This design comes from an exercise in tuning for small area, a short achievable clock period and few clock cycles on the open sky130 flow, not from production work.
The RTL was checked by simulation tests, not by an equivalence proof against the original design.
No activity file was given, so power comes from the tool's default toggle rates.

== lagoon ==
// JAM
module JAM (
    input CLK,
    input RST,
    output [2:0] W,
    output [2:0] J,
    input [6:0] Cost,
    output reg [3:0] MatchCount,
    output reg [9:0] MinCost,
    output reg Valid
);
Size in the first run: about 8,800 cells after synthesis, about 2,900 flip-flops.
Settings: LEC_CHECK=0, CAP_MARGIN=20, CORE_MARGIN=2, CORE_UTILIZATION=60, SLEW_MARGIN=20; clock period 10.0 ns.
standard.sh (not shown) runs the stock make flow with config.mk's settings and CLKGATE_MAP_FILE= SYNTH_SCRIPT=/design/flow/synth_recipe.tcl, a recipe that flattens the netlist after the stock synthesis.
==> flow/flow/run.sh <==
#!/bin/bash
# Standard layout with two changes: the port buffers use a normal buffer cell (buf_4)
# instead of the default pick, and clock tree synthesis builds its tree from clkbuf_8
# without dummy loads.
set -euo pipefail
export BUFFER_PORTS_ARGS="-buffer_cell sky130_fd_sc_hd__buf_4"
export CTS_ARGS="-sink_clustering_enable -repair_clock_nets -dont_use_dummy_load -buf_list sky130_fd_sc_hd__clkbuf_8"
bash standard.sh finish > standard_flow.log 2>&1
Testbench counts of lagoon, summed over its fixed seeds: cycles 1,656.
## Diff of input files: garnet against lagoon
Settings: CORE_UTILIZATION changed from 60 to 40.
First-pass GRT wire length: garnet worse than lagoon
From lagoon to garnet the numbers moved as follows: met3 track utilization from global routing lower, fraction of area in multi-input gates lower, clock latency of the later-clocked register in the worst-skew pair lower.
Cmp garnet vs lagoon: final clock period utilization by the worst path lower in garnet
Compared to lagoon, the router laid down more metal wire for garnet.
Max largest fanout on the critical path across lagoon and garnet: garnet
| utilization | lower: garnet |

Another version of the RTL of JAM (not shown whole).
For scale: ~2700 flip-flops, roughly 30 I/O pins, roughly 95000 µm² of cells after synthesis.
==> flow/design.v (excerpt) <==
module JAM (
    input CLK,
    input RST,
    output [2:0] W,
    output [2:0] J,
    input [6:0] Cost,
    output reg [3:0] MatchCount,
    output reg [9:0] MinCost,
    output reg Valid
);
clock: 10.0 ns
lec_check: 0
cap_margin: 20
core_margin: 2
core_utilization: 60
slew_margin: 20
==> flow/flow/run.sh <==
#!/bin/bash
# Standard layout with three changes: the port buffers use a normal buffer cell (buf_4)
# instead of the default pick; clock tree synthesis builds its tree from clkbuf_16,
# without dummy loads, in clusters of up to 20 flip-flops; and timing repair aims for a
# setup slack of 6.9 ns on the 10 ns clock, so it sizes up the slowest paths. The
# constraints (constraint.sdc) are not changed.
set -euo pipefail
export BUFFER_PORTS_ARGS="-buffer_cell sky130_fd_sc_hd__buf_4"
export CTS_ARGS="-sink_clustering_enable -repair_clock_nets -dont_use_dummy_load -buf_list sky130_fd_sc_hd__clkbuf_16 -sink_clustering_size 20 -sink_clustering_max_diameter 150"
export SETUP_SLACK_MARGIN=6.9
bash standard.sh finish > standard_flow.log 2>&1
The first run finished clean.
Testbench counts at the start, summed over its fixed seeds: cycles 1,638.
==> next run, changes <==
- CORE_UTILIZATION: 60 -> 70
Effect:
- via count grows by 2.5%
- area after synthesis does not change
- core utilization grows by 11 points
- die area shrinks by 14%
- design area is lower by 0.55%
- register-to-register slack gets worse by 20 ps
- wire length increases by 1.1%
- power came out higher by about 0.44%
- worst setup slack gains 13 ps
- synthesized cell count stays the same
==> next run, changes <==
- CORE_UTILIZATION: 70 -> 40
Effect:
- The new run completed without violations
- design area is higher by 2.7%
- sequential cell count is unchanged
- via count is lower by 1.7%
- die area is higher by 74%
- clock skew is higher by 11 ps
- area after synthesis stays the same

Another version of the RTL of JAM (not shown whole).
For scale: ~7,900 cells after synthesis, ~0.10 mm² of cells after synthesis.
## JAM
module JAM (
    input CLK,
    input RST,
    output [2:0] W,
    output [2:0] J,
    input [6:0] Cost,
    output reg [3:0] MatchCount,
    output reg [9:0] MinCost,
    output reg Valid
);
    reg rst_q;   
    reg [5:0] rk;
    reg [5:0] wj;
    wire [5:0] rk_inc = (rk == 6'd63) ? 6'd63 : rk + 6'd1;
    wire [5:0] nxt_addr;
    jam_order u_ord (.k(rk_inc), .a(nxt_addr));
    assign W = wj[5:3];
    assign J = wj[2:0];
    reg [5:0] a1;
    always @(posedge CLK) begin
        rst_q <= RST;
        if (RST) rk <= 6'd0; else rk <= rk_inc;
        wj <= RST ? 6'd0 : nxt_addr;
        a1 <= wj;
    end
    reg [6:0] tab [0:63];
    integer ti;
    always @(posedge CLK) begin
        for (ti = 0; ti < 64; ti = ti + 1) if (a1 == ti) tab[ti] <= Cost;
    end
    reg [7:0] g0_um2;
    reg [5:0] g0_um1, g0_u0;
    reg [1:0] g0_u1, g0_u2;
    reg g0_zm1, g0_z0, g0_z1, g0_z2;       
    reg g0_lm1, g0_l0, g0_l1, g0_l2, g0_l3;   
    reg [2:0] g0_rm1, g0_r0;
    reg [7:0] g0_ohm1, g0_oh1;   
  ...
export LEC_CHECK = 0
export CAP_MARGIN = 50
export CORE_MARGIN = 2
export CORE_UTILIZATION = 40
export SLEW_MARGIN = 60
create_clock -name core_clock -period 10.0 [get_ports {CLK}]
==> flow/flow/run.sh <==
#!/bin/bash
# Standard layout with two changes: the port buffers use a normal buffer cell (buf_4)
# instead of the default pick, and clock tree synthesis builds its tree from clkbuf_16,
# without dummy loads, in clusters of up to 20 flip-flops.
set -euo pipefail
export BUFFER_PORTS_ARGS="-buffer_cell sky130_fd_sc_hd__buf_4"
export CTS_ARGS="-sink_clustering_enable -repair_clock_nets -dont_use_dummy_load -buf_list sky130_fd_sc_hd__clkbuf_16 -sink_clustering_size 20 -sink_clustering_max_diameter 150"
bash standard.sh finish > standard_flow.log 2>&1
Testbench counts at the start, summed over its fixed seeds: cycles 1,656.
Next try:
Settings changed: CAP_MARGIN 50 to 20, SLEW_MARGIN 60 to 20.
Via count falls by 0.36%.
Routed wire length barely changes.
Final cell count stays flat.
Power decreases by 0.46%.
Combinational power barely changes.
Fmax hardly moves.
Design area decreases by 0.59%.
Register-to-register slack is about the same.
Hold slack got worse by 58 ps.
Global-route usage stays flat.

-- what the ideal ports hide --
In the flow no input, the clock included, has a driving cell. The finished layouts below were timed again as built, in two steps. Step 1 assumes that a clkbuf_16 drives the clock port and a buf_2 every other input. Step 2 also shifts input and output timing later by t, the mid clock arrival at the registers, as if the neighbouring blocks saw the same clock. Three values: no drivers, after step 1, after step 2; two values: the first two.
run | t (ns) | setup WS [ns] | worst hold slack (ns) | latest minus earliest clock arrival (ns) | slew at the worst register clock pin (ns)
lagoon | 1.105 | 6.075 / 5.985 / 6.663 | 0.257 / 0.257 / 0.257 | 0.106 / 0.106 | 0.07 / 0.07
garnet | 1.044 | 6.158 / 6.072 / 6.656 | 0.241 / 0.241 / 0.241 | 0.161 / 0.161 | 0.07 / 0.07
the first run of note 2 | 0.881 | 6.697 / 6.611 / 6.843 | 0.274 / 0.274 / 0.274 | 0.077 / 0.077 | 0.10 / 0.10
the second run of note 2 | 0.861 | 6.710 / 6.624 / 6.824 | 0.268 / 0.268 / 0.268 | 0.089 / 0.089 | 0.09 / 0.09
the third run of note 2 | 0.923 | 6.673 / 6.576 / 6.816 | 0.274 / 0.274 / 0.274 | 0.095 / 0.095 | 0.10 / 0.10
the first run of note 3 | 0.879 | 6.444 / 6.435 / 6.444 | 0.289 / 0.289 / 0.289 | 0.089 / 0.090 | 0.10 / 0.10
the second run of note 3 | 0.875 | 6.442 / 6.430 / 6.442 | 0.231 / 0.231 / 0.231 | 0.134 / 0.133 | 0.09 / 0.09
After both steps every run listed still meets setup and hold.
